What follows belongs to an exercise in optimizing a design on an open flow for small area, a short achievable clock period and few clock cycles; a production flow would make more cautious choices.
RTL that was checked went through simulation tests only; none was proved equivalent to the original.
Only the layout flow was run in run 1; the RTL was not checked for function there.
No run shown here takes its clock network from TritonCTS; it comes from the design's own scripts or RTL.
The flow treats the clock pin as an ideal source. Dropping or thinning the clock tree relies on that and would not hold on a real chip.
Power is estimated from default activity; no workload was simulated.

$ cat flow/flow/run.sh
#!/bin/bash
# The standard layout, except:
#  - the port buffers are sky130_fd_sc_hd__buf_1 (buffer_ports otherwise
#    picks clkdlybuf4s50_1, a slow delay cell);
#  - the clock tree is four clkbuf_16 fed from the clock port, each driving
#    a quarter of the flip-flops (see mantree.tcl), in place of TritonCTS's
#    two-level H-tree.
set -euo pipefail
export BUFFER_PORTS_ARGS="-buffer_cell sky130_fd_sc_hd__buf_1"
export PRE_CTS_TCL="$PWD/flow/pre_cts.tcl"
bash standard.sh finish > standard_flow.log 2>&1
$ cat flow/flow/mantree.tcl
# Clock tree of NB clkbuf_16 buffers, each driving a slice of the flip-flops
# (sorted by x), all fed straight from the clock port.
proc manual_clock_tree { nb } {
  set block [ord::get_db_block]
  set clknet [$block findNet clk]
  set master [[ord::get_db] findMaster sky130_fd_sc_hd__clkbuf_16]
  set sinks {}
  foreach it [$clknet getITerms] {
    set inst [$it getInst]
    set bb [$inst getBBox]
    lappend sinks [list [expr {([$bb xMin] + [$bb xMax]) / 2}] [expr {([$bb yMin] + [$bb yMax]) / 2}] $it]
  }
  set sinks [lsort -integer -index 0 $sinks]
  set n [llength $sinks]
  for {set b 0} {$b < $nb} {incr b} {
    set lo [expr {$b * $n / $nb}]
    set hi [expr {($b + 1) * $n / $nb - 1}]
    set grp [lrange $sinks $lo $hi]
    set sx 0; set sy 0
    foreach s $grp { incr sx [lindex $s 0]; incr sy [lindex $s 1] }
    set cx [expr {$sx / [llength $grp]}]
    set cy [expr {$sy / [llength $grp]}]
    set inst [odb::dbInst_create $block $master clkman_$b]
    set net [odb::dbNet_create $block clkman_net_$b]
    $net setSigType CLOCK
    [$inst findITerm A] connect $clknet
    [$inst findITerm X] connect $net
    foreach s $grp {
      set it [lindex $s 2]
      $it disconnect
      $it connect $net
    }
    $inst setLocation $cx $cy
    $inst setPlacementStatus PLACED
  }
}
$ cat flow/flow/pre_cts.tcl
# Sourced by ORFS's cts.tcl before clock tree synthesis (PRE_CTS_TCL): build
# the clock tree by hand instead, as a few clkbuf_16 fed from the clock port.
source [file join [file dirname [info script]] mantree.tcl]
rename clock_tree_synthesis orfs_clock_tree_synthesis
proc clock_tree_synthesis { args } {
  manual_clock_tree 4
  set_propagated_clock [all_clocks]
}
$ cat flow/standard.sh
#!/bin/bash
# synth_recipe.tcl (not shown) runs the flow's synth.tcl, then flattens the netlist and writes it again
# the make line also repeats each setting of config.mk as NAME=value (left out here)
make -C /OpenROAD-flow-scripts/flow DESIGN_CONFIG=/design/flow/config.mk WORK_HOME=/design/flow/orfs CLKGATE_MAP_FILE= SYNTH_SCRIPT=/design/flow/synth_recipe.tcl "${@:-finish}"
$ cat flow/config.mk
export PLATFORM = sky130hd
export DESIGN_NAME = ni_apb_bridge
export DESIGN_NICKNAME = ni_apb_bridge
export VERILOG_FILES = /design/flow/design.v
export SDC_FILE = /design/flow/constraint.sdc
export NUM_CORES = 4
export LEC_CHECK = 0
export CAP_MARGIN = 20
export CORE_MARGIN = 2
export CORE_UTILIZATION = 50
export PLACE_DENSITY = 0.8
export SETUP_SLACK_MARGIN = 3.2
export SLEW_MARGIN = 20
$ cat flow/constraint.sdc
create_clock -name core_clock -period 5.0 [get_ports {clk}]
set_input_delay 1.0000 -clock core_clock [delete_from_list [all_inputs] [get_ports {clk}]]
set_output_delay 1.0000 -clock core_clock [all_outputs]
set_load 0.01 [all_outputs]
$ cat flow/design.v
module ni_apb_bridge (
    input         clk,
    input         resetn,
    input  [15:0] i_flit,
    input         enable,
    output [15:0] o_flit,
    output        ready,
    output        valid_out,
    input  [31:0] prdata,
    input         pready,
    input         pslverr,
    output [13:0] paddr,
    output        psel,
    output        penable,
    output        pwrite,
    output [31:0] pwdata
);
  localparam [2:0] RX_IDLE = 3'b000, RX_B0 = 3'b001, RX_B1 = 3'b011, RX_B2 = 3'b010,
                   RX_B3 = 3'b110, RX_TL = 3'b111;
  reg [15:0] h_q, t_q, o_q;    
  reg [31:0] pw_q;             
  reg        e_q;              
  reg        rdy_q, psel_q, pen_q, vld_q;
  reg [2:0]  rx_q;
  reg        infl_q;           
  reg        pend_q;           
  reg [3:0]  bt_q;             
  wire take   = rdy_q & enable;
  wire xend   = pen_q & pready;
  wire ofree  = ~vld_q | bt_q[3];
  wire start  = (xend | pend_q) & ofree;
  wire [31:0] rd_perm = {prdata[1:0], prdata[31:18], prdata[17:2]};
  wire [31:0] wr_flit = {i_flit[2:1], i_flit[15:1], i_flit[15:1]};
  wire [31:0] pw_d    = pen_q ? rd_perm : wr_flit;
  wire ld0 = xend | (rx_q == RX_B0);
  wire ld1 = xend | (rx_q == RX_B1);
  wire ld2 = xend | (rx_q == RX_B2);
  always @(posedge clk) begin
    if (!resetn) begin
      rdy_q  <= 1'b1;
      rx_q   <= RX_IDLE;
      infl_q <= 1'b0;
      psel_q <= 1'b0;
      pen_q  <= 1'b0;
      pend_q <= 1'b0;
      vld_q  <= 1'b0;
    end else begin
      case (rx_q)
        RX_IDLE: if (take) rx_q <= RX_B0;
        RX_B0:   rx_q <= RX_B1;
        RX_B1:   rx_q <= RX_B2;
        RX_B2:   rx_q <= RX_B3;
        RX_B3:   rx_q <= RX_TL;
        default: rx_q <= RX_IDLE;
      endcase
      if (take) infl_q <= 1'b1;
      else if (start) infl_q <= 1'b0;
      rdy_q <= ~take & (rx_q == RX_IDLE || rx_q == RX_TL) & (~infl_q | start);
      if ((rx_q == RX_B0 && !i_flit[1]) || (rx_q == RX_B2 && pw_q[0])) psel_q <= 1'b1;
      else if (xend) psel_q <= 1'b0;
      pen_q  <= psel_q & ~xend;
      pend_q <= (xend | pend_q) & ~start;
      if (start) vld_q <= 1'b1;
      else if (bt_q[3]) vld_q <= 1'b0;
    end
  end
  always @(posedge clk) begin
    if (rdy_q) h_q <= i_flit;
    if (rx_q == RX_TL) t_q <= i_flit;
    if (ld0) pw_q[14:0]  <= pw_d[14:0];
    if (ld1) pw_q[29:15] <= pw_d[29:15];
    if (ld2) pw_q[31:30] <= pw_d[31:30];
    if (pen_q) e_q <= pslverr;
    if (ofree) begin
      o_q  <= h_q;
      bt_q <= 4'b0000;
    end else begin
      bt_q <= {bt_q[2:0], ~|bt_q[2:0]};
      o_q  <= ({16{~|bt_q[2:0]}} & {2'b00, pw_q[29:16]})
            | ({16{bt_q[0]}} & pw_q[15:0])
            | ({16{bt_q[1]}} & {pw_q[31:30], e_q, 13'b0})
            | ({16{bt_q[2]}} & t_q);
    end
  end
  assign ready     = rdy_q;
  assign valid_out = vld_q;
  assign o_flit    = o_q;
  assign psel      = psel_q;
  assign penable   = pen_q;
  assign paddr     = pw_q[14:1];
  assign pwrite    = pw_q[0];
  assign pwdata    = pw_q;
endmodule
==> results of run 1 <==
-- flip-flops by register name, summed over array words and instances (netlist names), 3 cells and up --
name and count:
rx_q 3, t_q 16, pw_q 32, o_q 16
h_q 16, bt_q 4
-- cells in the final DEF (no fill, tap or decap) --
master	count
a211o_1	1
a21boi_0	3
a21oi_1	1
a221o_1	1
a221oi_1	13
a222oi_1	3
and2_1	5
and3_1	2
buf_1	117
buf_12	1
buf_2	1
buf_4	10
clkbuf_16	5
clkbuf_2	2
dfxtp_1	28
dfxtp_4	1
edfxtp_1	65
inv_1	1
nand2_1	69
nand2_2	1
nand2_4	1
nand2b_1	16
nand2b_2	1
nor2_1	17
nor2b_1	2
nor3_1	1
nor3b_1	1
nor4_4	1
o21a_1	2
o21ai_0	6
o21ai_2	1
o21ai_4	1
o2bb2ai_1	13
o31a_1	1
or3b_2	1
-- kinds of logic after synthesis --
kind of cell | Yosys count | share of synthesized area [%]
compound gates | 45 | 10.02
buf+inv | 30 | 5.219
flops | 94 | 69.96
simple gates | 118 | 14.79
-- synthesized netlist by cell type --
library cell / instances
and3_1: 2
o21ai_0: 7
o31a_1: 1
and2_1: 5
nand2b_1: 17
a21oi_1: 1
edfxtp_1: 65
nor2b_1: 2
a222oi_1: 3
o21a_1: 2
a211o_1: 1
buf_4: 15
nor4_4: 1
nand2_1: 71
nor2_1: 17
buf_6: 2
a21boi_0: 3
nor3_1: 1
inv_1: 1
o2bb2ai_1: 13
nor3b_1: 1
clkbuf_1: 8
or3b_2: 1
a221oi_1: 13
a221o_1: 1
buf_2: 4
dfxtp_1: 29
-- through the flow --
stage | setup WS [ps] | area, um2 | utilization [%]
floorplan | 3276 | 3626 | -
finish | 3143 | 4269 | 59.82
CTS | 2933 | 4184 | 58.63
detailed placement | 2678 | 4034 | 56.52
global route | 3109 | 4269 | 59.82
global placement | 2706 | 4034 | 56.52
-- worst min-delay path: stages (launching register included) --
cell and delay [ps]:
edfxtp_1 330, nand2_1 40, o21ai_0 60
-- power groups by stage --
stage | combinational [mW] | sequential [mW] | clock (mW)
CTS | 0.194 | 0.946 | 0.332
finish | 0.207 | 0.944 | 0.332
global route | 0.231 | 0.951 | 0.354
detailed placement | 0.187 | 0.964 | 0
global placement | 0.183 | 0.962 | 0
floorplan | 0.101 | 0.976 | 0
-- cell type report --
cell class	count	area [um2]
Tap cell	99	123.9
Timing Repair Buffer	132	574.3
Sequential cell	94	2536
Multi-Input combinational cell	164	930.9
Inverter	1	3.754
Buffer	4	100.1
Fill cell	606	2868
-- per-layer routing --
| metal | vias to the layer above | track usage [%] |
|---|---|---|
| li1 | 1223 | - |
| met4 | 0 | 4.478 |
| met2 | 102 | 33.67 |
| met1 | 1236 | 22.52 |
| met5 | - | 0 |
| met3 | 12 | 1.200 |
-- path summary, 6_finish.rpt --
| kind | endpoint | slack, ps |
|---|---|---|
| setup / recovery | penable | 3140 |
| hold / removal | o_q[15]$_DFF_P_ | 460 |
| setup reg to reg | rdy_q$_SDFF_PN1_ | 3370 |
| hold reg to reg | o_q[15]$_DFF_P_ | 460 |
-- what timing repair did --
action                     CTS  global route
gates resized for setup      5             6
buffers inserted             4             5
gates cloned                 0             2
hold endpoints to repair     0             0
pin swaps                    1             0
setup endpoints to repair   48            31
==> flow_metrics.env, run 1 <==
export IMPL_status="timing/DRC/antenna clean"
export IMPL_path_cells="buf_12 > clkbuf_2"
export IMPL_crit_cells=2
export IMPL_grt_max_degree=27
export IMPL_met2_length_um=4172
export IMPL_n_antenna_cell=0
export IMPL_wl_met3_um=387
export IMPL_crit_start="pen_q$_SDFF_PN0_"
export IMPL_hold_start="h_q[15]$_DFFE_PP_"
export IMPL_syn_avg_cell_area_um2=12.61
export IMPL_grt_pass1_vias=2376
export IMPL_path_class="register to output pin"
export IMPL_timing_rr_start="vld_q$_SDFFE_PN0P_"
export IMPL_rows=31
export IMPL_syn_cell_area_um2=3620
export IMPL_p_total_mw=1.482
export IMPL_vias=2573
export IMPL_min_path_cells=2
export IMPL_post_route_drc_count=0
export IMPL_path_buf_inv=2
export IMPL_switching_share_pct=23.68
export IMPL_worstMarginPinSlew_ps=779.6
export IMPL_ys_seq_area_share_pct=69.96
export IMPL_via_per_inst=5.209
export IMPL_fin_crit_sh_pct=37.14
export IMPL_power_density_nw_per_um2=347.2
export IMPL_cp_slowest_cell="dfxtp_4"
export IMPL_ys_warnings_count=1
export IMPL_syn_inst=287
export IMPL_cp_max_fo=13
export IMPL_setup_tns_final_ps=0
export IMPL_first_iter_violations=151
export IMPL_hold_violations=0
export IMPL_track_usage_pct=17.94
export IMPL_area_growth_pct=17.94
export IMPL_crit_path_start_kind="register"
export IMPL_synth_nets=340
export IMPL_p_seq_share_pct=63.7
export IMPL_first_pass_iters=4
export IMPL_ff2ff_path_depth=4
export IMPL_antenna_found_initial=0
export IMPL_power_switching_mw=0.3510
export IMPL_p_leak_nw=1.509
export IMPL_core_um2=7137
export IMPL_layout_drive_gt1_share_pct=6.835
export IMPL_worstPathArrival_ps=860
export IMPL_setup_viol=0
export IMPL_synth_area_leaders="edfxtp_1, dfxtp_1, nand2_1"
export IMPL_routabilityCongestion=0.8071
export IMPL_fmax_mhz=538.5
export IMPL_synth_distinct_cells=27
export IMPL_grt_overflow=0
export IMPL_start_util_pct=50.72
export IMPL_die_w_um=89.09
export IMPL_die_h_um=89.09
export IMPL_clk_latency_ps=160
export IMPL_internal_power_mw=1.131
export IMPL_fin_skew_ps=9.059
export IMPL_drt_total_wl_um=7950
export IMPL_post_drt_wl_per_cell_um=16.09
export IMPL_max_cap_violations=0
export IMPL_ys_ff_latch=94
export IMPL_synth_top_area_share_pct=53.92
export IMPL_ir_drop_mv=0.2246
export IMPL_dieArea_um2=7936
export IMPL_final_cells=494
export IMPL_cp_top_family="flip-flops"
export IMPL_maxSlewHeadroom_pct=48.03
export IMPL_dpl_hpwl_um=5362
export IMPL_hold_buffers=0
export IMPL_dp_cells=479
export IMPL_required_ps=4000
export IMPL_p_comb_share_pct=13.9
export IMPL_clk_pin_slew_worst_paths_ps=90
export IMPL_top_layer_used="met4"
export IMPL_fin_crit_ps=1857
export IMPL_grt_pass1_wl_um=11170
export IMPL_final_max_slew_violation_count=0
export IMPL_portBuffers=119
export IMPL_clock_power_share_pct=22.4
export IMPL_yosysTopAreaCell="edfxtp_1"
export IMPL_layout_nets=450
export IMPL_ios=120
export IMPL_slowest_delay_ps=420
export IMPL_crit_path_end_kind="output pin"
export IMPL_timing_hold_ws_ps=462.4
export IMPL_ant_nets=0
export IMPL_grt_setup_unrepaired="true"
export IMPL_met1_length_um=3254
export IMPL_worst_hold_path_type="register to register"
==> run 2, diff against run 1 <==
--- a/flow/design.v
+++ b/flow/design.v
@@ -31,7 +31,9 @@
   wire start  = (xend | pend_q) & ofree;
   wire [31:0] rd_perm = {prdata[1:0], prdata[31:18], prdata[17:2]};
   wire [31:0] wr_flit = {i_flit[2:1], i_flit[15:1], i_flit[15:1]};
-  wire [31:0] pw_d    = pen_q ? rd_perm : wr_flit;
+  wire rx_b01 = ~rx_q[2] & rx_q[0];    
+  wire [31:0] pw_d = {(rx_q == RX_B2 && !pen_q) ? wr_flit[31:30] : rd_perm[31:30],
+                      rx_b01 ? wr_flit[29:0] : rd_perm[29:0]};
   wire ld0 = xend | (rx_q == RX_B0);
   wire ld1 = xend | (rx_q == RX_B1);
   wire ld2 = xend | (rx_q == RX_B2);
--- a/flow/config.mk
+++ b/flow/config.mk
@@ -5,6 +5,7 @@
 export SDC_FILE = /design/flow/constraint.sdc
 export NUM_CORES = 4
 export LEC_CHECK = 0
+export ABC_AREA = 1
 export CAP_MARGIN = 20
 export CORE_MARGIN = 2
 export CORE_UTILIZATION = 50
==> run 2 against run 1 <==
Net effect: still clean on timing, DRC and antenna; sequential power increased by 8%; die area grew 3.5%; first-iteration DRC count grew 4.0%; core utilization decreased by 0.15 points; sequential share of layout area is 0.89 points lower; setup slack better by 75 ps; area after synthesis up 3.7%; largest cell class unchanged; largest power group unchanged.
==> flow_metrics.env, run 2 <==
export IMPL_status="timing/DRC/antenna clean"
export IMPL_rows=31
export IMPL_grt_setup_unrepaired="true"
export IMPL_grt_overflow=0
export IMPL_cp_slowest_cell="o21ai_4"
export IMPL_path_cells="buf_1 > nand2_1 > o21ai_4"
export IMPL_synth_area_leaders="edfxtp_1, nand2_1, dfxtp_1"
export IMPL_ys_warnings_count=1
export IMPL_ios=120
export IMPL_n_antenna_cell=0
export IMPL_synth_top_area_share_pct=52.00
export IMPL_ys_ff_latch=94
export IMPL_setup_tns_final_ps=0
export IMPL_layout_commonest_cell="nand2_1"
export IMPL_layout_nets=529
export IMPL_max_cap_violations=0
export IMPL_die_w_um=90.65
export IMPL_path_buf_inv=1
export IMPL_path_class="input pin to register"
export IMPL_grt_pass1_vias=2758
export IMPL_hold_buffers=0
export IMPL_slowest_delay_ps=310
export IMPL_cp_top_family="compound AO/OA/AOI/OAI gates"
export IMPL_dp_slack_ps=2694
export IMPL_die_h_um=90.65
export IMPL_timing_hold_ws_ps=450.6
export IMPL_start_util_pct=51.75
export IMPL_synthMuxAreaShare_pct=0
export IMPL_ys_seq_area_share_pct=67.47
export IMPL_power_density_nw_per_um2=398.6
export IMPL_dp_cells=562
export IMPL_syn_cell_area_um2=3754
export IMPL_portBuffers=119
export IMPL_synth_edff_count=65
export IMPL_p_total_mw=1.725
export IMPL_yosysMostFrequentCell="nand2_1"
export IMPL_dpl_hpwl_um=6099
export IMPL_worstPathArrival_ps=1580
export IMPL_drt_total_wl_um=8763
export IMPL_hold_violations=0
export IMPL_top_register="pw_q"
export IMPL_final_max_slew_violation_count=0
export IMPL_syn_inst=370
export IMPL_ir_drop_mv=0.1999
export IMPL_clk_pin_slew_worst_paths_ps=90
export IMPL_maxSlewHeadroom_pct=51.40
export IMPL_synth_nets=423
export IMPL_synth_top_family_by_area="simple AND/OR/NAND/NOR gates"
export IMPL_grt_max_degree=33
export IMPL_ant_nets=0
export IMPL_first_pass_iters=4
export IMPL_syn_avg_cell_area_um2=10.14
export IMPL_fin_crit_sh_pct=35.64
export IMPL_layout_common_cells="nand2_1, buf_1, edfxtp_1"
export IMPL_synth_flop_cell="edfxtp_1"
export IMPL_first_iter_violations=157
export IMPL_place_area_um2=4140
export IMPL_worst_slack_ps=3218
export IMPL_fin_util_pct=59.67
export IMPL_track_usage_pct=20.38
export IMPL_nFillCells=616
export IMPL_yosysTopAreaCell="edfxtp_1"
export IMPL_fmax_mhz=561.2
export IMPL_clk_latency_ps=160
export IMPL_synth_common_cells="nand2_1, edfxtp_1, dfxtp_1"
export IMPL_setup_viol=0
export IMPL_synth_compound_area_share_pct=1.033
export IMPL_final_area_um2=4328
export IMPL_synth_distinct_cells=19
export IMPL_fin_crit_ps=1782
export IMPL_synthXorXnorAreaFrac_pct=0
export IMPL_post_drt_wl_per_cell_um=15.29
export IMPL_vias=2866
export IMPL_final_cells=573
export IMPL_grt_pass1_wl_um=13420
export IMPL_area_growth_pct=15.30
export IMPL_via_per_inst=5.002
export IMPL_crit_path_start_kind="input pin"
export IMPL_largest_reg_flops=32
export IMPL_antenna_found_initial=0
export IMPL_worstMarginPinSlew_ps=728.0
export IMPL_p_leak_nw=1.756
export IMPL_synthArstFlopShare_pct=0
export IMPL_cp_max_fo=15
export IMPL_dieArea_um2=8217
export IMPL_post_route_drc_count=0
export IMPL_synth_simple_gate_area_share_pct=24.63
export IMPL_crit_path_end_kind="register"
export IMPL_routabilityCongestion=0.8792
export IMPL_core_um2=7253
export IMPL_worst_hold_path_type="register to register"
export IMPL_fin_skew_ps=9.324
export IMPL_required_ps=4790
export IMPL_layout_drive_gt1_share_pct=5.907
export IMPL_synth_fa_ha_area_share_pct=0
## run 2: changes by cell type after synthesis, sizes merged, moves of 3 or more
cell,delta
a21boi,-3
a221oi,-13
a222oi,-3
and2,-5
buf,+6
clkbuf,-8
inv,+14
nand2,+121
nand2b,-17
nand3,+23
nor2,-7
o21ai,-3
o2bb2ai,-13
## run 2: worst min-delay path: stages (launching register included)
cell,delay [ps]
edfxtp_1,330
nand2_1,50
nand2_1,50
## run 2: cell families after synthesis
kind of cell	count (synthesis)
buffers and inverters	42
AND/OR/NAND/NOR	227
AO/OA/AOI/OAI	7
flip-flops	94
## run 2: area by class of cell
type	count	area (um2)	area share [%]
plain buffers	4	100.1	2.313
repair buffers	127	519.2	12.00
multi-input cells	234	993.5	22.95
flip-flops and latches	94	2532	58.51
inverters	15	58.81	1.359
well taps	99	123.9	2.862
## run 2: final timing paths
kind | cells past startpoint | slack (ps) | start | to
setup / recovery | 3 | 3220 | pready | pw_q[29]$_DFFE_PP_
hold / removal | 2 | 450 | h_q[14]$_DFFE_PP_ | o_q[14]$_DFF_P_
setup reg to reg | 5 | 3390 | bt_q[3]$_SDFF_PP0_ | o_q[13]$_DFF_P_
hold reg to reg | 2 | 450 | h_q[14]$_DFFE_PP_ | o_q[14]$_DFF_P_
## run 2: metal layers
layer  vias to the layer above  share of wire (%)  track usage, %
li1                       1384                  -               -
met1                      1358                 37           22.93
met2                       107                 54           40.61
met3                        17                6.4           2.504
met4                         0                2.2           4.359
met5                         -                  0               0
## run 2: report_power, final
| part | internal, mW | switching, mW | total (mW) |
|---|---|---|---|
| clock | 0.147 | 0.187 | 0.333 |
| combinational | 0.124 | 0.251 | 0.375 |
| sequential | 0.958 | 0.0582 | 1.02 |
| total | 1.23 | 0.496 | 1.73 |
## run 2: repair_timing
action | CTS | global route
endpoints found under the setup margin | 37 | 30
resized for setup | 4 | 0
pin swaps | 1 | 1
setup buffers | 3 | 4
Testbench counts of run 2, summed over its fixed seeds: cycles 10,485.
==> run 3, diff against run 2 <==
--- a/flow/config.mk
+++ b/flow/config.mk
@@ -5,10 +5,9 @@
 export SDC_FILE = /design/flow/constraint.sdc
 export NUM_CORES = 4
 export LEC_CHECK = 0
-export ABC_AREA = 1
 export CAP_MARGIN = 20
 export CORE_MARGIN = 2
 export CORE_UTILIZATION = 50
 export PLACE_DENSITY = 0.8
-export SETUP_SLACK_MARGIN = 3.2
+export SETUP_SLACK_MARGIN = 3.1
 export SLEW_MARGIN = 20
==> run 3 against run 2 <==
Net effect: combinational power shrank 42%; core utilization grew 0.28 points; global-route usage shrank 0.94 points; design area shrank 4.9%; critical path type unchanged; critical endpoint is now pw_q[10]$_DFFE_PP_; largest cell class unchanged.
==> flow_metrics.env, run 3 <==
export IMPL_grt_pass1_wl_um=11840
export IMPL_synth_edff_count=65
export IMPL_clk_pin_slew_worst_paths_ps=90
export IMPL_status="timing/DRC/antenna clean"
export IMPL_die_w_um=88.76
export IMPL_layout_nets=440
export IMPL_grt_overflow=0
export IMPL_drt_total_wl_um=8098
export IMPL_ios=120
export IMPL_path_class="input pin to register"
export IMPL_yosysMostFrequentCell="nand2_1"
export IMPL_dieArea_um2=7878
export IMPL_ys_warnings_count=1
export IMPL_post_route_drc_count=0
export IMPL_syn_cell_area_um2=3592
export IMPL_final_max_slew_violation_count=0
export IMPL_synth_top_area_share_pct=54.34
export IMPL_synth_nets=339
export IMPL_fin_crit_ps=1837
export IMPL_internal_power_mw=1.136
export IMPL_ys_ff_latch=94
export IMPL_ys_seq_area_share_pct=70.50
export IMPL_start_util_pct=52.30
export IMPL_rows=30
export IMPL_dp_cells=475
export IMPL_required_ps=4780
export IMPL_syn_avg_cell_area_um2=12.56
export IMPL_top_register="pw_q"
export IMPL_clock_power_share_pct=21.9
export IMPL_grt_setup_unrepaired="false"
export IMPL_crit_path_end_kind="register"
export IMPL_synth_area_leaders="edfxtp_1, dfxtp_1, nand2_1"
export IMPL_fin_crit_sh_pct=36.74
export IMPL_synth_distinct_cells=29
export IMPL_switching_share_pct=24.18
export IMPL_post_drt_wl_per_cell_um=16.84
export IMPL_final_cells=481
export IMPL_timing_hold_ws_ps=480.4
export IMPL_ant_nets=0
export IMPL_layout_drive_gt1_share_pct=4.416
export IMPL_first_pass_iters=4
export IMPL_yosysTopAreaCell="edfxtp_1"
export IMPL_layout_commonest_cell="buf_1"
export IMPL_first_iter_violations=99
export IMPL_setup_viol=0
export IMPL_routabilityCongestion=0.7772
export IMPL_hold_violations=0
export IMPL_vias=2536
export IMPL_worst_hold_path_type="register to register"
export IMPL_grt_max_degree=32
export IMPL_die_h_um=88.76
export IMPL_largest_reg_flops=32
export IMPL_core_um2=6869
export IMPL_nFillCells=572
export IMPL_power_density_nw_per_um2=363.7
export IMPL_area_growth_pct=14.63
export IMPL_synth_common_cells="nand2_1, edfxtp_1, dfxtp_1"
export IMPL_grt_pass1_vias=2410
export IMPL_syn_inst=286
export IMPL_ir_drop_mv=0.1863
export IMPL_portBuffers=119
export IMPL_track_usage_pct=19.44
export IMPL_synth_flop_cell="edfxtp_1"
export IMPL_worstMarginPinSlew_ps=886.4
export IMPL_dpl_hpwl_um=5590
export IMPL_fmax_mhz=544.4
export IMPL_layout_common_cells="buf_1, nand2_1, edfxtp_1"
export IMPL_worstPathArrival_ps=1620
export IMPL_synthArstFlopShare_pct=0
export IMPL_n_antenna_cell=0
export IMPL_p_leak_nw=1.502
export IMPL_p_seq_share_pct=63.5
export IMPL_cp_max_fo=15
export IMPL_fin_skew_ps=7.035
export IMPL_p_comb_share_pct=14.6
export IMPL_setup_tns_final_ps=0
export IMPL_crit_path_start_kind="input pin"
export IMPL_p_total_mw=1.498
export IMPL_maxSlewHeadroom_pct=40.90
export IMPL_clk_latency_ps=160
export IMPL_antenna_found_initial=0
export IMPL_via_per_inst=5.272
export IMPL_max_cap_violations=0
export IMPL_dp_slack_ps=2811
export IMPL_worst_slack_ps=3163
export IMPL_power_switching_mw=0.3622
-- run 3: cell count changes in the layout (fill, tap and decap cells not counted), moves of 8 or more --
cell and delta:
nand2_1 -110, nand3_1 -19, a221oi_1 +13, o2bb2ai_1 +13
inv_1 -10, nor2_1 +8
-- run 3: routing by layer --
metal | vias up | track usage [%] | routed length [um]
li1 | 1207 | - | -
met2 | 116 | 36.09 | 4286
met1 | 1198 | 24.95 | 3174
met3 | 15 | 1.772 | 508
met5 | - | 0 | 0
met4 | 0 | 3.581 | 129
-- run 3: what timing repair did --
action | in CTS | in global routing
gates resized for setup | 1 | 1
endpoints found under the setup margin | 30 | 1
setup buffers | 2 | 0
hold buffers | 0 | 0
hold endpoints to repair | 0 | 0
pin swaps | 1 | 0
-- run 3: worst paths after layout --
check	start	end	slack, ps	cells after the start
worst min-delay path	h_q[15]$_DFFE_PP_	o_q[15]$_DFF_P_	480	2
worst min register to register	h_q[15]$_DFFE_PP_	o_q[15]$_DFF_P_	480	2
worst max-delay path	pready	pw_q[10]$_DFFE_PP_	3160	3
worst max register to register	rx_q[2]$_SDFFE_PN0P_	pw_q[10]$_DFFE_PP_	3330	2
-- run 3: cells by family (layout without fill, tap and decap cells) --
logic type / count (synthesis) / after routing / synth area share, %
buffers and inverters: 31 / 130 / 5.538
AO/OA/AOI/OAI: 44 / 44 / 9.509
flip-flops: 94 / 94 / 70.50
AND/OR/NAND/NOR: 115 / 115 / 13.83
multiplexers: 2 / 2 / 0.6269
-- run 3: stage by stage --
step	cell area, um2	utilization (%)
3_3_place_gp	3998	58.20
5_1_grt	4118	59.95
4_1_cts	4115	59.91
3_5_place_dp	3998	58.20
6_report	4118	59.95
2_1_floorplan	3596	-
-- run 3: cell type report --
type	instances	area [um2]	share of cell area, %
multi-input combinational	161	869.6	21.12
inverter	1	3.754	0.09116
timing repair buffer	125	491.7	11.94
sequential	94	2532	61.50
buffer	4	100.1	2.431
tap	96	120.1	2.917
-- run 3: power groups by stage --
| stage | Clock [mW] | Combinational, mW | Sequential (mW) |
|---|---|---|---|
| 3_3_place_gp | 0 | 0.213 | 0.968 |
| 6_report | 0.327 | 0.219 | 0.951 |
| 5_1_grt | 0.350 | 0.246 | 0.958 |
| 2_1_floorplan | 0 | 0.123 | 0.984 |
| 4_1_cts | 0.327 | 0.220 | 0.951 |
| 3_5_place_dp | 0 | 0.218 | 0.969 |
-- run 3: critical path, stage by stage --
cell,delay (ps)
buf_1,90
nand2_1,140
o21ai_2,380
==> run 4, diff against run 3 <==
--- a/flow/config.mk
+++ b/flow/config.mk
@@ -9,5 +9,5 @@
 export CORE_MARGIN = 2
 export CORE_UTILIZATION = 50
 export PLACE_DENSITY = 0.8
-export SETUP_SLACK_MARGIN = 3.1
+export SETUP_SLACK_MARGIN = 3.3
 export SLEW_MARGIN = 20
==> run 4 against run 3 <==
Net effect: area after synthesis unchanged; largest cell class unchanged; core utilization grew 4.1 points; combinational power rose by 18%; clock skew is essentially flat; maximum frequency up 4.3%; via count rose by 6.1%; critical path depth fell by 2; wire length up 6.1%; power increased by 2.8%; critical endpoint is now pwdata[14]; synthesized cell count stayed put.
==> flow_metrics.env, run 4 <==
export IMPL_path_buf_inv=1
export IMPL_die_h_um=88.76
export IMPL_layout_common_cells="nand2_1, buf_1, edfxtp_1"
export IMPL_vias=2690
export IMPL_path_cells="clkbuf_2"
export IMPL_nFillCells=564
export IMPL_ys_ff_latch=94
export IMPL_synth_top_area_share_pct=54.34
export IMPL_grt_max_degree=32
export IMPL_timing_hold_ws_ps=474.8
export IMPL_dpl_hpwl_um=5600
export IMPL_synth_nets=339
export IMPL_ios=120
export IMPL_yosysTopAreaCell="edfxtp_1"
export IMPL_clk_latency_ps=160
export IMPL_fin_skew_ps=7.055
export IMPL_dp_cells=474
export IMPL_syn_cell_area_um2=3592
export IMPL_layout_area_seq_um2=2542
export IMPL_worstMarginPinSlew_ps=760.9
export IMPL_hold_violations=0
export IMPL_setup_viol=0
export IMPL_crit_path_end_kind="output pin"
export IMPL_drt_total_wl_um=8593
export IMPL_post_drt_wl_per_cell_um=17.05
export IMPL_layout_nets=463
export IMPL_p_total_mw=1.540
export IMPL_clk_pin_slew_worst_paths_ps=90
export IMPL_maxSlewHeadroom_pct=49.20
export IMPL_ir_drop_mv=0.2381
export IMPL_layout_drive_gt1_share_pct=22.55
export IMPL_fin_util_pct=64.01
export IMPL_track_usage_pct=20.44
export IMPL_core_um2=6869
export IMPL_ys_seq_area_share_pct=70.50
export IMPL_worstPathArrival_ps=760
export IMPL_synth_flop_cell="edfxtp_1"
export IMPL_path_class="register to output pin"
export IMPL_largest_reg_flops=32
export IMPL_grt_overflow=0
export IMPL_yosysMostFrequentCell="nand2_1"
export IMPL_power_density_nw_per_um2=350.2
export IMPL_portBuffers=119
export IMPL_routabilityCongestion=0.7789
export IMPL_post_route_drc_count=0
export IMPL_n_antenna_cell=0
export IMPL_area_growth_pct=22.40
export IMPL_fin_crit_sh_pct=35.23
export IMPL_rows=30
export IMPL_grt_pass1_wl_um=12320
export IMPL_slowest_delay_ps=440
export IMPL_grt_setup_unrepaired="true"
export IMPL_final_max_slew_violation_count=0
export IMPL_ant_nets=0
export IMPL_dieArea_um2=7878
export IMPL_status="timing/DRC/antenna clean"
export IMPL_required_ps=4000
export IMPL_multi_input_area_um2=915.9
export IMPL_fmax_mhz=567.7
export IMPL_cp_slowest_cell="edfxtp_1"
export IMPL_via_per_inst=5.337
export IMPL_synthArstFlopShare_pct=0
export IMPL_cp_max_fo=3
export IMPL_setup_tns_final_ps=0
export IMPL_layout_commonest_cell="nand2_1"
export IMPL_synth_area_leaders="edfxtp_1, dfxtp_1, nand2_1"
export IMPL_grt_pass1_vias=2543
export IMPL_first_iter_violations=213
export IMPL_cp_top_family="flip-flops"
export IMPL_final_cells=504
export IMPL_crit_path_start_kind="register"
export IMPL_syn_avg_cell_area_um2=12.56
export IMPL_start_util_pct=52.30
export IMPL_ys_warnings_count=1
export IMPL_die_w_um=88.76
export IMPL_top_register="pw_q"
export IMPL_worst_hold_path_type="register to register"
export IMPL_antenna_found_initial=0
export IMPL_max_cap_violations=0
export IMPL_fin_crit_ps=1761
export IMPL_synth_edff_count=65
export IMPL_synth_distinct_cells=29
export IMPL_syn_inst=286
export IMPL_p_leak_nw=1.767
export IMPL_first_pass_iters=7
export IMPL_synth_common_cells="nand2_1, edfxtp_1, dfxtp_1"
## run 4: cell type report
cell class / count / share of cell area (%)
buffer: 4 / 2.277
multi-input combinational: 162 / 20.83
inverter: 1 / 0.08537
sequential: 94 / 57.83
timing repair buffer: 147 / 16.25
tap: 96 / 2.732
## run 4: what timing repair did
action | in CTS | in global routing
setup buffers | 19 | 6
hold buffers | 0 | 0
pin swaps | 1 | 0
gates cloned | 1 | 0
hold endpoints to repair | 0 | 0
resized for setup | 7 | 50
setup endpoints to repair | 92 | 97
## run 4: path summary, 6_finish.rpt
path | slack (ps) | to | start | cells after the start
max | 3240 | pwdata[14] | pw_q[14]$_DFFE_PP_ | 1
min | 470 | o_q[13]$_DFF_P_ | h_q[13]$_DFFE_PP_ | 1
max reg2reg | 3360 | rdy_q$_SDFF_PN1_ | vld_q$_SDFFE_PN0P_ | 4
min reg2reg | 470 | o_q[13]$_DFF_P_ | h_q[13]$_DFFE_PP_ | 1
## run 4: power by group
| group | total (mW) | switching [mW] | internal, mW |
|---|---|---|---|
| sequential | 0.952 | 0.0383 | 0.914 |
| combinational | 0.259 | 0.157 | 0.102 |
| clock | 0.329 | 0.182 | 0.146 |
| total | 1.54 | 0.377 | 1.16 |
## run 4: per-stage QoR
step	instance area [um2]	setup WS [ps]
after floorplan	3612	3307
after global placement	4006	2982
after detailed placement	4006	2947
after CTS	4270	3228
after global routing	4397	3205
final	4397	3239
## run 4: logic make-up after synthesis
family / count (synthesis) / synth area share, %
AND/OR/NAND/NOR: 115 / 13.83
flip-flops: 94 / 70.50
AO/OA/AOI/OAI: 44 / 9.509
buffers and inverters: 31 / 5.538
multiplexers: 2 / 0.6269
## run 4: metal layers
metal | part of all wire (%) | track usage, % | wire (um) | vias to the layer above
met5 | 0 | 0 | 0 | -
met2 | 52 | 36.64 | 4463 | 134
met3 | 7.7 | 1.493 | 663 | 8
li1 | - | - | - | 1255
met4 | 0.84 | 4.821 | 72 | 0
met1 | 39 | 27.21 | 3394 | 1293
==> run 5, diff against run 4 <==
--- a/flow/config.mk
+++ b/flow/config.mk
@@ -7,7 +7,7 @@
 export LEC_CHECK = 0
 export CAP_MARGIN = 20
 export CORE_MARGIN = 2
-export CORE_UTILIZATION = 50
+export CORE_UTILIZATION = 45
 export PLACE_DENSITY = 0.8
-export SETUP_SLACK_MARGIN = 3.3
+export SETUP_SLACK_MARGIN = 3.2
 export SLEW_MARGIN = 20
==> run 5 against run 4 <==
Net effect: sequential power is essentially flat; via count is 5.4% lower; setup slack worse by 12 ps; critical path depth unchanged; first-iteration DRC count shrank 15%; combinational power fell by 12%; register-to-register slack better by 90 ps; cell count is 3.0% lower; sequential cell count unchanged; core utilization shrank 10 points; critical endpoint is now pwrite.
==> flow_metrics.env, run 5 <==
export IMPL_status="timing/DRC/antenna clean"
export IMPL_antenna_found_initial=0
export IMPL_power_density_nw_per_um2=361.4
export IMPL_synthArstFlopShare_pct=0
export IMPL_layout_nets=442
export IMPL_fin_skew_ps=7.262
export IMPL_synth_distinct_cells=29
export IMPL_crit_path_start_kind="register"
export IMPL_required_ps=4000
export IMPL_die_w_um=93.35
export IMPL_routabilityCongestion=0.8292
export IMPL_vias=2545
export IMPL_post_drt_wl_per_cell_um=16.59
export IMPL_slowest_delay_ps=460
export IMPL_ys_ff_latch=94
export IMPL_start_util_pct=46.49
export IMPL_worstMarginPinSlew_ps=766.4
export IMPL_synthMuxAreaShare_pct=0.6270
export IMPL_ios=120
export IMPL_crit_path_end_kind="output pin"
export IMPL_cp_slowest_cell="edfxtp_1"
export IMPL_clk_latency_ps=160
export IMPL_synth_top_family_by_area="simple AND/OR/NAND/NOR gates"
export IMPL_nFillCells=657
export IMPL_final_cells=489
export IMPL_synth_flop_cell="edfxtp_1"
export IMPL_yosysTopAreaCell="edfxtp_1"
export IMPL_fin_crit_sh_pct=35.46
export IMPL_clock_power_share_pct=21.8
export IMPL_die_h_um=93.35
export IMPL_grt_setup_unrepaired="true"
export IMPL_largest_reg_flops=32
export IMPL_synth_common_cells="nand2_1, edfxtp_1, dfxtp_1"
export IMPL_dieArea_um2=8713
export IMPL_ys_warnings_count=1
export IMPL_worstPathArrival_ps=770
export IMPL_path_cells="clkbuf_2"
export IMPL_rrSetupSlack_ps=3450
export IMPL_hold_violations=0
export IMPL_synth_top_area_share_pct=54.34
export IMPL_n_antenna_cell=0
export IMPL_dp_cells=479
export IMPL_final_max_slew_violation_count=0
export IMPL_top_register="pw_q"
export IMPL_grt_overflow=0
export IMPL_layout_commonest_cell="buf_1"
export IMPL_maxSlewHeadroom_pct=48.84
export IMPL_via_per_inst=5.204
export IMPL_cp_max_fo=3
export IMPL_syn_inst=286
export IMPL_synth_area_leaders="edfxtp_1, dfxtp_1, nand2_1"
export IMPL_internal_power_mw=1.141
export IMPL_dpl_hpwl_um=5660
export IMPL_layout_common_cells="buf_1, nand2_1, edfxtp_1"
export IMPL_switching_share_pct=24.30
export IMPL_synth_nets=339
export IMPL_power_switching_mw=0.3662
export IMPL_cp_top_family="flip-flops"
export IMPL_core_um2=7727
export IMPL_ys_seq_area_share_pct=70.50
export IMPL_synth_edff_count=65
export IMPL_path_class="register to output pin"
export IMPL_post_route_drc_count=0
export IMPL_hold_buffers=0
export IMPL_grt_max_degree=33
export IMPL_fmax_mhz=564.0
export IMPL_drt_total_wl_um=8113
export IMPL_portBuffers=119
export IMPL_worst_hold_path_type="register to register"
export IMPL_p_comb_share_pct=15.0
export IMPL_yosysMostFrequentCell="nand2_1"
export IMPL_p_leak_nw=1.521
export IMPL_grt_pass1_vias=2584
export IMPL_synth_simple_gate_area_share_pct=13.83
export IMPL_setup_tns_final_ps=0
export IMPL_synth_fa_ha_area_share_pct=0
export IMPL_first_iter_violations=180
export IMPL_synthXorXnorAreaFrac_pct=0
export IMPL_track_usage_pct=18.29
export IMPL_fin_crit_ps=1773
export IMPL_path_buf_inv=1
export IMPL_max_cap_violations=0
export IMPL_clk_pin_slew_worst_paths_ps=90
export IMPL_syn_cell_area_um2=3592
export IMPL_setup_viol=0
export IMPL_synth_compound_area_share_pct=9.509
export IMPL_first_pass_iters=5
export IMPL_p_total_mw=1.507
export IMPL_grt_pass1_wl_um=12630
export IMPL_ir_drop_mv=0.1806
export IMPL_fin_util_pct=53.97
export IMPL_p_seq_share_pct=63.1
export IMPL_syn_avg_cell_area_um2=12.56
export IMPL_area_growth_pct=16.09
export IMPL_rows=32
export IMPL_layout_drive_gt1_share_pct=6.460
export IMPL_ant_nets=0
[run 5: cell counts after synthesis]
No cell type changed its count.
[run 5: worst reg2reg max path, cell delays in order (launching register included)]
cell and delay [ps]:
dfxtp_1 490, nand2b_1 180, nor3_1 280, mux2_2 370
[run 5: through the flow]
step / cell area (um2) / hold WS [ps] / worst slack, ps
floorplan: 3598 / 417.8 / 3272
global placement: 3993 / 456.4 / 2633
detailed placement: 3993 / 470.6 / 2547
CTS: 4156 / 488.7 / 3224
global route: 4170 / 503.4 / 3196
finish: 4170 / 485.4 / 3227
[run 5: layer usage]
metal / routed length, um / vias up / GRT usage (%) / share of wire (%)
met3: 680 / 8 / 2.901 / 8.4
met2: 4088 / 118 / 31.71 / 50
met5: 0 / - / 0 / 0
met4: 100 / 0 / 4.167 / 1.2
met1: 3243 / 1202 / 24.30 / 40
li1: - / 1217 / - / -
[run 5: power by group through the flow]
stage,sequential [mW],combinational [mW],clock (mW)
2_1_floorplan,0.984,0.123,0
3_3_place_gp,0.975,0.201,0
3_5_place_dp,0.978,0.207,0
4_1_cts,0.951,0.227,0.330
5_1_grt,0.959,0.254,0.359
6_report,0.952,0.227,0.329
[run 5: cell families (layout without fill, tap and decap cells)]
| kind of cell | count (synthesis) | after routing |
|---|---|---|
| simple gates | 115 | 115 |
| compound gates | 44 | 44 |
| flops | 94 | 94 |
| buf+inv | 31 | 132 |
| mux | 2 | 2 |
[run 5: repair_timing]
| action | CTS | global route |
|---|---|---|
| endpoints found under the setup margin | 48 | 28 |
| pin swaps | 2 | 0 |
| setup buffers | 6 | 0 |
| gates resized for setup | 5 | 6 |
[run 5: layout make-up]
type                    instances  area [um2]  share of cell area [%]
repair buffers                127       508.0                   12.18
flip-flops and latches         94        2537                   60.85
multi-input cells             161       893.4                   21.42
plain buffers                   4       100.1                   2.400
inverters                       1       3.754                 0.09001
well taps                     102       127.6                   3.060
[run 5: worst paths after layout]
check,from,end,cells past startpoint
hold reg to reg,pw_q[23]$_DFFE_PP_,o_q[7]$_DFF_P_,1
hold / removal,pw_q[23]$_DFFE_PP_,o_q[7]$_DFF_P_,1
setup reg to reg,rx_q[1]$_SDFFE_PN0P_,pw_q[30]$_DFFE_PP_,3
setup / recovery,pw_q[0]$_DFFE_PP_,pwrite,1
==> run 6, diff against run 5 <==
--- a/flow/config.mk
+++ b/flow/config.mk
@@ -7,7 +7,7 @@
 export LEC_CHECK = 0
 export CAP_MARGIN = 20
 export CORE_MARGIN = 2
-export CORE_UTILIZATION = 45
+export CORE_UTILIZATION = 60
 export PLACE_DENSITY = 0.8
 export SETUP_SLACK_MARGIN = 3.2
 export SLEW_MARGIN = 20
==> run 6 against run 5 <==
Net effect: area after synthesis unchanged; synthesized cell count unchanged; critical path depth unchanged; global-route usage increased by 4.6 points; setup slack lost 4.2 ps; hold slack improved by 3.1 ps; critical path type unchanged; sequential power about the same; largest cell class unchanged.
==> flow_metrics.env, run 6 <==
export IMPL_worstMarginPinSlew_ps=841.4
export IMPL_synth_common_cells="nand2_1, edfxtp_1, dfxtp_1"
export IMPL_synthArstFlopShare_pct=0
export IMPL_crit_cells=1
export IMPL_path_buf_inv=1
export IMPL_ir_drop_mv=0.3259
export IMPL_fmax_mhz=562.7
export IMPL_status="timing/DRC/antenna clean"
export IMPL_layout_commonest_cell="buf_1"
export IMPL_rows=28
export IMPL_die_h_um=81.38
export IMPL_ys_ff_latch=94
export IMPL_clk_pin_slew_worst_paths_ps=90
export IMPL_path_cells="buf_1"
export IMPL_dpl_hpwl_um=5294
export IMPL_rrSetupSlack_ps=3310
export IMPL_layout_area_seq_um2=2536
export IMPL_drt_total_wl_um=7680
export IMPL_ys_warnings_count=1
export IMPL_required_ps=4000
export IMPL_synthXorXnorAreaFrac_pct=0
export IMPL_synth_compound_area_share_pct=9.509
export IMPL_timing_rr_start="rx_q[2]$_SDFFE_PN0P_"
export IMPL_p_leak_nw=1.531
export IMPL_synthMuxAreaShare_pct=0.6270
export IMPL_vias=2581
export IMPL_layout_nets=445
export IMPL_grt_overflow=0
export IMPL_start_util_pct=61.40
export IMPL_final_max_slew_violation_count=0
export IMPL_first_pass_iters=5
export IMPL_syn_cell_area_um2=3592
export IMPL_grt_setup_unrepaired="false"
export IMPL_portBuffers=119
export IMPL_worstPathArrival_ps=780
export IMPL_ff2ff_path_depth=3
export IMPL_synth_simple_gate_area_share_pct=13.83
export IMPL_maxSlewHeadroom_pct=43.91
export IMPL_synth_distinct_cells=29
export IMPL_path_class="register to output pin"
export IMPL_synth_area_leaders="edfxtp_1, dfxtp_1, nand2_1"
export IMPL_setup_tns_final_ps=0
export IMPL_cp_top_family="flip-flops"
export IMPL_synth_flop_cell="edfxtp_1"
export IMPL_first_iter_violations=166
export IMPL_dieArea_um2=6622
export IMPL_via_per_inst=5.551
export IMPL_cp_slowest_cell="edfxtp_1"
export IMPL_slowest_delay_ps=460
export IMPL_largest_reg_flops=32
export IMPL_die_w_um=81.38
export IMPL_worst_hold_path_type="register to register"
export IMPL_cp_max_fo=4
export IMPL_fin_crit_sh_pct=35.55
export IMPL_top_register="pw_q"
export IMPL_n_antenna_cell=0
export IMPL_synth_top_family_by_area="simple AND/OR/NAND/NOR gates"
export IMPL_routabilityCongestion=0.8127
export IMPL_area_growth_pct=15.47
export IMPL_post_drt_wl_per_cell_um=16.52
export IMPL_layout_drive_gt1_share_pct=6.154
export IMPL_synth_fa_ha_area_share_pct=0
export IMPL_synth_top_area_share_pct=54.34
export IMPL_post_route_drc_count=0
export IMPL_hold_buffers=0
export IMPL_setup_viol=0
export IMPL_power_density_nw_per_um2=362.9
export IMPL_fin_util_pct=70.89
export IMPL_core_um2=5851
export IMPL_synth_nets=339
export IMPL_nFillCells=438
export IMPL_syn_avg_cell_area_um2=12.56
export IMPL_ant_nets=0
export IMPL_grt_pass1_wl_um=11510
export IMPL_track_usage_pct=22.86
export IMPL_clk_latency_ps=160
export IMPL_antenna_found_initial=0
export IMPL_ios=120
export IMPL_hold_violations=0
export IMPL_crit_path_end_kind="output pin"
export IMPL_timing_hold_ws_ps=488.5
export IMPL_grt_max_degree=33
export IMPL_yosysMostFrequentCell="nand2_1"
export IMPL_max_cap_violations=0
export IMPL_synth_edff_count=65
export IMPL_multi_input_area_um2=884.6
export IMPL_crit_start="pw_q[0]$_DFFE_PP_"
export IMPL_fin_skew_ps=7.198
export IMPL_grt_pass1_vias=2376
export IMPL_crit_path_start_kind="register"
export IMPL_fin_crit_ps=1777
export IMPL_yosysTopAreaCell="edfxtp_1"
export IMPL_r2r_end="pw_q[14]$_DFFE_PP_"
export IMPL_syn_inst=286
export IMPL_layout_common_cells="buf_1, nand2_1, edfxtp_1"
export IMPL_ys_seq_area_share_pct=70.50
export IMPL_endpoint="pwrite"
[run 6: cell types whose count changed in the layout (fill, tap and decap cells not counted)]
cell,delta
buf_4,+3
and3_1,+1
and3_2,-1
buf_1,+1
clkbuf_2,-1
dfxtp_1,+1
dfxtp_2,-1
nand2_1,+1
nand2_2,-1
nand2b_2,+1
nand2b_4,-1
[run 6: layout make-up]
cell class              count  share of cell area [%]
repair buffers            130                   12.76
well taps                  75                   2.262
inverters                   1                 0.09050
multi-input cells         161                   21.33
flip-flops and latches     94                   61.15
plain buffers               4                   2.413
[run 6: stage by stage]
step                      worst slack [ps]  std cells  power, mW  cell area (um2)
after CTS                             3236        464      1.503             4138
after global routing                  3207        465      1.568             4148
after global placement                2612        452      1.173             3959
after floorplan                       3272        286      1.107             3598
final                                 3223        465      1.505             4148
after detailed placement              2510        452      1.182             3959
[run 6: where the power goes]
part / internal, mW / total, mW / switching, mW
registers: 0.913 / 0.949 / 0.0361
logic: 0.0825 / 0.227 / 0.144
clock network: 0.146 / 0.329 / 0.183
total: 1.14 / 1.51 / 0.363
[run 6: metal layers]
layer  wire [um]  track usage (%)
met3         453            1.333
met4         189            5.254
met2        4060            42.30
met5           0                0
met1        2975            29.51
[run 6: worst min path at each step]
stage                        from              end  slack (ps)  cells after the start
3_3_place_gp    h_q[13]$_DFFE_PP_  o_q[13]$_DFF_P_         460                      1
5_1_grt         h_q[13]$_DFFE_PP_  o_q[13]$_DFF_P_         510                      1
3_5_place_dp   pw_q[16]$_DFFE_PP_   o_q[0]$_DFF_P_         460                      1
4_1_cts        pw_q[16]$_DFFE_PP_   o_q[0]$_DFF_P_         480                      1
6_report        h_q[15]$_DFFE_PP_  o_q[15]$_DFF_P_         490                      2
2_1_floorplan   h_q[14]$_DFFE_PP_  o_q[14]$_DFF_P_         420                      2
[run 6: cells by family (layout without fill, tap and decap cells)]
logic type / count (synthesis) / in the layout
buffers and inverters: 31 / 135
muxes: 2 / 2
and+or+nand+nor: 115 / 115
AOI/OAI and AO/OA: 44 / 44
DFF: 94 / 94
[run 6: timing repair]
action	CTS	global route
endpoints found under the setup margin	53	16
setup buffers	8	1
resized for setup	5	1
pin swaps	2	0
[run 6: worst register-to-register path, stage by stage (launching register included)]
cell and delay (ps):
dfxtp_1 400, nand2b_2 530, o21ai_4 280, buf_4 200
==> run 7, diff against run 6 <==
--- a/flow/config.mk
+++ b/flow/config.mk
@@ -7,7 +7,8 @@
 export LEC_CHECK = 0
 export CAP_MARGIN = 20
 export CORE_MARGIN = 2
-export CORE_UTILIZATION = 60
+export CORE_UTILIZATION = 50
 export PLACE_DENSITY = 0.8
 export SETUP_SLACK_MARGIN = 3.2
 export SLEW_MARGIN = 20
+export TNS_END_PERCENT = 30
==> run 7 against run 6 <==
Net effect: maximum frequency is 3.6% lower; sequential power hardly changed; highest routed layer unchanged; wire length grew 6.3%; critical endpoint is now pw_q[25]$_DFFE_PP_; synthesized cell count is the same; die area up 19%.
==> flow_metrics.env, run 7 <==
export IMPL_status="timing/DRC/antenna clean"
export IMPL_synth_edff_count=65
export IMPL_grt_max_degree=32
export IMPL_ir_drop_mv=0.1858
export IMPL_rrSetupSlack_ps=3270
export IMPL_max_cap_violations=0
export IMPL_layout_nets=440
export IMPL_synth_nets=339
export IMPL_layout_drive_gt1_share_pct=4.416
export IMPL_grt_pass1_wl_um=11840
export IMPL_nFillCells=570
export IMPL_synthArstFlopShare_pct=0
export IMPL_layout_area_seq_um2=2532
export IMPL_syn_cell_area_um2=3592
export IMPL_synth_distinct_cells=29
export IMPL_multi_input_area_um2=877.1
export IMPL_ios=120
export IMPL_final_cells=481
export IMPL_dp_cells=475
export IMPL_layout_common_cells="buf_1, nand2_1, edfxtp_1"
export IMPL_top_register="pw_q"
export IMPL_dp_slack_ps=2811
export IMPL_synth_common_cells="nand2_1, edfxtp_1, dfxtp_1"
export IMPL_fmax_mhz=542.2
export IMPL_core_um2=6869
export IMPL_grt_pass1_vias=2410
export IMPL_area_growth_pct=14.84
export IMPL_start_util_pct=52.30
export IMPL_largest_reg_flops=32
export IMPL_dpl_hpwl_um=5590
export IMPL_portBuffers=119
export IMPL_crit_path_end_kind="register"
export IMPL_worstMarginPinSlew_ps=882.5
export IMPL_first_iter_violations=107
export IMPL_clk_latency_ps=160
export IMPL_vias=2558
export IMPL_post_drt_wl_per_cell_um=16.97
export IMPL_fin_crit_sh_pct=36.88
export IMPL_grt_overflow=0
export IMPL_rows=30
export IMPL_fin_crit_ps=1844
export IMPL_crit_start="pready"
export IMPL_worst_hold_path_type="register to register"
export IMPL_first_pass_iters=4
export IMPL_place_area_um2=3998
export IMPL_hold_buffers=0
export IMPL_required_ps=4810
export IMPL_die_w_um=88.76
export IMPL_worst_slack_ps=3156
export IMPL_dieArea_um2=7878
export IMPL_final_max_slew_violation_count=0
export IMPL_ys_ff_latch=94
export IMPL_setup_viol=0
export IMPL_ys_seq_area_share_pct=70.50
export IMPL_fin_skew_ps=5.239
export IMPL_layout_commonest_cell="buf_1"
export IMPL_syn_avg_cell_area_um2=12.56
export IMPL_cp_max_fo=15
export IMPL_maxSlewHeadroom_pct=41.17
export IMPL_p_leak_nw=1.504
export IMPL_setup_tns_final_ps=0
export IMPL_hold_start="h_q[15]$_DFFE_PP_"
export IMPL_antenna_found_initial=0
export IMPL_fin_util_pct=60.05
export IMPL_ant_nets=0
export IMPL_worstPathArrival_ps=1660
export IMPL_post_route_drc_count=0
export IMPL_synth_area_leaders="edfxtp_1, dfxtp_1, nand2_1"
export IMPL_clk_pin_slew_worst_paths_ps=90
export IMPL_via_per_inst=5.318
export IMPL_drt_total_wl_um=8162
export IMPL_timing_rr_start="rx_q[1]$_SDFFE_PN0P_"
export IMPL_grt_setup_unrepaired="true"
export IMPL_power_density_nw_per_um2=363.2
export IMPL_path_class="input pin to register"
export IMPL_n_antenna_cell=0
export IMPL_synth_top_area_share_pct=54.34
export IMPL_syn_inst=286
export IMPL_die_h_um=88.76
export IMPL_hold_violations=0
export IMPL_routabilityCongestion=0.7772
export IMPL_crit_path_start_kind="input pin"
export IMPL_synth_flop_cell="edfxtp_1"
export IMPL_track_usage_pct=19.44
export IMPL_ys_warnings_count=1
export IMPL_yosysTopAreaCell="edfxtp_1"
export IMPL_yosysMostFrequentCell="nand2_1"
export IMPL_final_area_um2=4125
==> run 7: cell families (layout without fill, tap and decap cells) <==
| kind of cell | count (synthesis) | in the layout | synth area share (%) |
|---|---|---|---|
| compound gates | 44 | 44 | 9.509 |
| mux | 2 | 2 | 0.6269 |
| buf+inv | 31 | 130 | 5.538 |
| simple gates | 115 | 115 | 13.83 |
| flops | 94 | 94 | 70.50 |
==> run 7: final cells by class <==
class,instances,area share (%)
Sequential cell,94,61.39
Multi-Input combinational cell,161,21.26
Timing Repair Buffer,125,11.92
Tap cell,96,2.912
Buffer,4,2.426
Inverter,1,0.09099
==> run 7: timing repair <==
item                       CTS  global route
cloned                       0             0
setup endpoints to repair   47            48
pin swaps                    1             0
setup buffers                2             0
gates resized for setup      1             2
==> run 7: report_power, final <==
group / total (mW) / switching [mW] / internal, mW
clock network: 0.326 / 0.180 / 0.146
logic: 0.221 / 0.145 / 0.0763
registers: 0.951 / 0.0381 / 0.913
total: 1.50 / 0.363 / 1.14
==> run 7: metal layers <==
metal / vias to the layer above / global-route usage (%) / wire (um)
li1: 1208 / - / -
met1: 1235 / 24.95 / 3286
met4: 0 / 3.581 / 77
met3: 10 / 1.772 / 445
met5: - / 0 / 0
met2: 105 / 36.09 / 4353
==> run 7: stage by stage <==
step,hold WS [ps],power (mW)
floorplan,417.8,1.107
global placement,453.4,1.181
detailed placement,463.8,1.187
CTS,484.8,1.499
global route,514.4,1.555
finish,478.6,1.498
==> run 7: path summary, 6_finish.rpt <==
check / endpoint / depth (start not counted)
worst max-delay path: pw_q[25]$_DFFE_PP_ / 3
worst min-delay path: o_q[15]$_DFF_P_ / 2
worst min register to register: o_q[15]$_DFF_P_ / 2
worst max register to register: rdy_q$_SDFF_PN1_ / 3
==> run 7: critical path: stages <==
cell and delay, ps:
buf_1 90, nand2_1 160, nand2_2 390
==> run 8, diff against run 7 <==
--- a/flow/config.mk
+++ b/flow/config.mk
@@ -11,4 +11,4 @@
 export PLACE_DENSITY = 0.8
 export SETUP_SLACK_MARGIN = 3.2
 export SLEW_MARGIN = 20
-export TNS_END_PERCENT = 30
+export TNS_END_PERCENT = 5
==> run 8 against run 7 <==
Net effect: area after synthesis did not move; hold slack improved by 1.8 ps; cell count unchanged; largest cell class unchanged; largest power group unchanged.
==> flow_metrics.env, run 8 <==
export IMPL_status="timing/DRC/antenna clean"
export IMPL_grt_setup_unrepaired="true"
export IMPL_final_max_slew_violation_count=0
export IMPL_ys_warnings_count=1
export IMPL_layout_nets=440
export IMPL_die_w_um=88.76
export IMPL_layout_commonest_cell="buf_1"
export IMPL_ir_drop_mv=0.1863
export IMPL_synth_top_area_share_pct=54.34
export IMPL_drt_total_wl_um=8098
export IMPL_hold_buffers=0
export IMPL_layout_area_seq_um2=2532
export IMPL_worstPathArrival_ps=1620
export IMPL_p_seq_share_pct=63.5
export IMPL_switching_share_pct=24.18
export IMPL_clk_latency_ps=160
export IMPL_hold_violations=0
export IMPL_ys_ff_latch=94
export IMPL_synth_common_cells="nand2_1, edfxtp_1, dfxtp_1"
export IMPL_start_util_pct=52.30
export IMPL_crit_path_end_kind="register"
export IMPL_path_class="input pin to register"
export IMPL_synthArstFlopShare_pct=0
export IMPL_setup_viol=0
export IMPL_final_area_um2=4118
export IMPL_layout_common_cells="buf_1, nand2_1, edfxtp_1"
export IMPL_max_cap_violations=0
export IMPL_synth_distinct_cells=29
export IMPL_grt_pass1_wl_um=11810
export IMPL_via_per_inst=5.272
export IMPL_n_antenna_cell=0
export IMPL_setup_tns_final_ps=0
export IMPL_grt_max_degree=32
export IMPL_first_iter_violations=99
export IMPL_die_h_um=88.76
export IMPL_synth_nets=339
export IMPL_power_density_nw_per_um2=363.7
export IMPL_syn_avg_cell_area_um2=12.56
export IMPL_track_usage_pct=19.40
export IMPL_vias=2536
export IMPL_nFillCells=572
export IMPL_fin_skew_ps=7.035
export IMPL_routabilityCongestion=0.7772
export IMPL_grt_overflow=0
export IMPL_largest_reg_flops=32
export IMPL_internal_power_mw=1.136
export IMPL_fin_crit_sh_pct=36.74
export IMPL_yosysMostFrequentCell="nand2_1"
export IMPL_antenna_found_initial=0
export IMPL_timing_hold_ws_ps=480.4
export IMPL_syn_inst=286
export IMPL_clock_power_share_pct=21.9
export IMPL_layout_drive_gt1_share_pct=4.416
export IMPL_core_um2=6869
export IMPL_multi_input_area_um2=869.6
export IMPL_dpl_hpwl_um=5590
export IMPL_grt_pass1_vias=2404
export IMPL_clk_pin_slew_worst_paths_ps=90
export IMPL_rows=30
export IMPL_ios=120
export IMPL_maxSlewHeadroom_pct=40.90
export IMPL_synth_edff_count=65
export IMPL_synth_flop_cell="edfxtp_1"
export IMPL_cp_max_fo=15
export IMPL_fin_util_pct=59.95
export IMPL_fmax_mhz=544.4
export IMPL_top_register="pw_q"
export IMPL_required_ps=4780
export IMPL_post_drt_wl_per_cell_um=16.84
export IMPL_yosysTopAreaCell="edfxtp_1"
export IMPL_p_leak_nw=1.502
export IMPL_area_growth_pct=14.63
export IMPL_fin_crit_ps=1837
export IMPL_first_pass_iters=4
export IMPL_ys_seq_area_share_pct=70.50
export IMPL_power_switching_mw=0.3622
export IMPL_portBuffers=119
export IMPL_post_route_drc_count=0
export IMPL_crit_path_start_kind="input pin"
export IMPL_worst_hold_path_type="register to register"
export IMPL_synth_area_leaders="edfxtp_1, dfxtp_1, nand2_1"
export IMPL_place_area_um2=3998
export IMPL_syn_cell_area_um2=3592
export IMPL_ant_nets=0
export IMPL_p_comb_share_pct=14.6
export IMPL_dieArea_um2=7878
export IMPL_worstMarginPinSlew_ps=886.4
run 8: timing repair:
| item | in CTS | in global routing |
|---|---|---|
| gates resized for setup | 0 | 2 |
| setup endpoints to repair | 47 | 48 |
| pin swaps | 1 | 0 |
| buffers inserted | 2 | 0 |
run 8: critical path, stage by stage:
cell	delay (ps)
buf_1	90
nand2_1	140
o21ai_2	380
run 8: area by class of cell:
cell class	instances	area share, %
well taps	96	2.917
multi-input cells	161	21.12
plain buffers	4	2.431
repair buffers	125	11.94
inverters	1	0.09116
flip-flops and latches	94	61.50
run 8: final timing paths:
kind	cells past startpoint	from	slack, ps	end
worst min-delay path	2	h_q[15]$_DFFE_PP_	480	o_q[15]$_DFF_P_
worst max-delay path	3	pready	3160	pw_q[10]$_DFFE_PP_
worst min register to register	2	h_q[15]$_DFFE_PP_	480	o_q[15]$_DFF_P_
worst max register to register	2	rx_q[2]$_SDFFE_PN0P_	3330	pw_q[10]$_DFFE_PP_
run 8: routing by layer:
layer | vias to the layer above | GRT usage (%) | part of all wire (%)
met5 | - | 0 | 0
met4 | 0 | 3.581 | 1.6
met3 | 15 | 1.772 | 6.3
met2 | 116 | 35.96 | 53
met1 | 1198 | 24.95 | 39
li1 | 1207 | - | -
run 8: kinds of logic (layout without fill, tap and decap cells):
logic type | after synthesis | in the layout | share of synthesized area, %
compound gates | 44 | 44 | 9.509
mux | 2 | 2 | 0.6269
buf+inv | 31 | 130 | 5.538
simple gates | 115 | 115 | 13.83
flops | 94 | 94 | 70.50
run 8: power by group through the flow:
stage	clock [mW]	sequential [mW]	combinational [mW]
floorplan	0	0.984	0.123
global placement	0	0.968	0.213
detailed placement	0	0.969	0.218
CTS	0.327	0.951	0.220
global route	0.350	0.958	0.246
finish	0.327	0.951	0.219
run 8: metrics by stage:
step | worst slack, ps | instances | power, mW
6_report | 3163 | 481 | 1.498
5_1_grt | 3111 | 481 | 1.554
4_1_cts | 2982 | 481 | 1.499
3_5_place_dp | 2811 | 475 | 1.187
2_1_floorplan | 3170 | 286 | 1.107
3_3_place_gp | 2851 | 475 | 1.181
==> run 9, diff against run 8 <==
--- a/flow/config.mk
+++ b/flow/config.mk
@@ -8,7 +8,7 @@
 export CAP_MARGIN = 20
 export CORE_MARGIN = 2
 export CORE_UTILIZATION = 50
+export GPL_ROUTABILITY_DRIVEN = 0
 export PLACE_DENSITY = 0.8
 export SETUP_SLACK_MARGIN = 3.2
 export SLEW_MARGIN = 20
-export TNS_END_PERCENT = 5
==> run 9 against run 8 <==
Net effect: clock power barely moved; register-to-register slack barely moved; setup slack improved by 69 ps; sequential cell count did not move; die area did not move; clock skew rose by 2.6 ps.
==> flow_metrics.env, run 9 <==
export IMPL_portBuffers=119
export IMPL_power_density_nw_per_um2=362.1
export IMPL_first_pass_iters=5
export IMPL_multi_input_area_um2=902.1
export IMPL_status="timing/DRC/antenna clean"
export IMPL_synth_distinct_cells=29
export IMPL_drt_total_wl_um=8492
export IMPL_synth_area_leaders="edfxtp_1, dfxtp_1, nand2_1"
export IMPL_fmax_mhz=565.7
export IMPL_synthArstFlopShare_pct=0
export IMPL_hold_buffers=0
export IMPL_n_antenna_cell=0
export IMPL_setup_viol=0
export IMPL_max_cap_violations=0
export IMPL_syn_avg_cell_area_um2=12.56
export IMPL_clk_latency_ps=150
export IMPL_layout_common_cells="buf_1, nand2_1, edfxtp_1"
export IMPL_hold_violations=0
export IMPL_fin_skew_ps=9.611
export IMPL_die_w_um=88.76
export IMPL_worstMarginPinSlew_ps=790.6
export IMPL_synth_nets=339
export IMPL_grt_setup_unrepaired="true"
export IMPL_dpl_hpwl_um=5788
export IMPL_synth_common_cells="nand2_1, edfxtp_1, dfxtp_1"
export IMPL_path_buf_inv=1
export IMPL_ant_nets=0
export IMPL_largest_reg_flops=32
export IMPL_grt_pass1_wl_um=12500
export IMPL_clk_pin_slew_worst_paths_ps=90
export IMPL_ys_ff_latch=94
export IMPL_p_leak_nw=1.522
export IMPL_place_area_um2=3993
export IMPL_layout_area_seq_um2=2534
export IMPL_final_max_slew_violation_count=0
export IMPL_worstPathArrival_ps=770
export IMPL_ir_drop_mv=0.2089
export IMPL_start_util_pct=52.30
export IMPL_via_per_inst=5.393
export IMPL_cp_slowest_cell="edfxtp_1"
export IMPL_synth_top_area_share_pct=54.34
export IMPL_final_area_um2=4172
export IMPL_layout_drive_gt1_share_pct=6.202
export IMPL_track_usage_pct=20.58
export IMPL_layout_commonest_cell="buf_1"
export IMPL_cp_max_fo=4
export IMPL_layout_nets=442
export IMPL_top_register="pw_q"
export IMPL_cp_top_family="flip-flops"
export IMPL_core_um2=6869
export IMPL_ios=120
export IMPL_required_ps=4000
export IMPL_first_iter_violations=150
export IMPL_worst_hold_path_type="register to register"
export IMPL_synth_edff_count=65
export IMPL_yosysMostFrequentCell="nand2_1"
export IMPL_post_route_drc_count=0
export IMPL_fin_crit_ps=1768
export IMPL_maxSlewHeadroom_pct=47.22
export IMPL_grt_pass1_vias=2592
export IMPL_dieArea_um2=7878
export IMPL_synth_flop_cell="edfxtp_1"
export IMPL_grt_overflow=0
export IMPL_syn_inst=286
export IMPL_post_drt_wl_per_cell_um=17.58
export IMPL_timing_hold_ws_ps=467.8
export IMPL_setup_tns_final_ps=0
export IMPL_ys_seq_area_share_pct=70.50
export IMPL_area_growth_pct=16.13
export IMPL_fin_crit_sh_pct=35.36
export IMPL_syn_cell_area_um2=3592
[run 9: cell counts after synthesis]
Identical to the previous run, type by type.
[run 9: final cells by class]
cell class	count	share of cell area (%)
Tap cell	96	2.879
Buffer	4	2.400
Sequential cell	94	60.74
Inverter	1	0.08998
Timing Repair Buffer	126	12.27
Multi-Input combinational cell	162	21.63
[run 9: metal layers]
layer  part of all wire [%]  vias to the layer above  GRT usage, %  routed length [um]
li1                       -                     1210             -                   -
met3                    6.5                        5         1.772                 551
met2                     54                      126         38.20                4568
met5                      0                        -             0                   0
met4                   0.62                        0         4.821                  53
met1                     39                     1264         26.02                3318
[run 9: cells by family after synthesis]
family          count (synthesis)  share of synthesized area, %
simple gates                  115                         13.83
compound gates                 44                         9.509
buf+inv                        31                         5.538
flops                          94                         70.50
mux                             2                        0.6269
[run 9: what timing repair did]
item                                    in CTS  in global routing
setup buffers                                4                  0
gates resized for setup                      3                  6
pin swaps                                    2                  0
cloned                                       0                  1
endpoints found under the setup margin      54                 63
[run 9: final timing paths]
kind                                      startpoint                  to  slack, ps  cells after the start
worst min register to register     h_q[15]$_DFFE_PP_     o_q[15]$_DFF_P_        470                      2
worst max register to register  rx_q[2]$_SDFFE_PN0P_  pw_q[13]$_DFFE_PP_       3330                      3
worst max-delay path               pw_q[0]$_DFFE_PP_           pwdata[0]       3230                      1
worst min-delay path               h_q[15]$_DFFE_PP_     o_q[15]$_DFF_P_        470                      2
[run 9: where the power goes]
part           internal (mW)  switching (mW)  leakage [nW]  total, mW
Sequential             0.913          0.0371         0.850      0.950
Combinational         0.0824           0.150         0.624      0.232
Clock                  0.146           0.182        0.0493      0.328
[run 9: stage by stage]
stage                     setup WS [ps]  std cells  util [%]  total power [mW]
after floorplan                    3272        286         -             1.107
after global placement             2646        474     58.12             1.178
after detailed placement           2537        474     58.12             1.187
after CTS                          3209        482     60.42             1.512
after global routing               3188        483     60.73             1.566
final                              3232        483     60.73             1.510
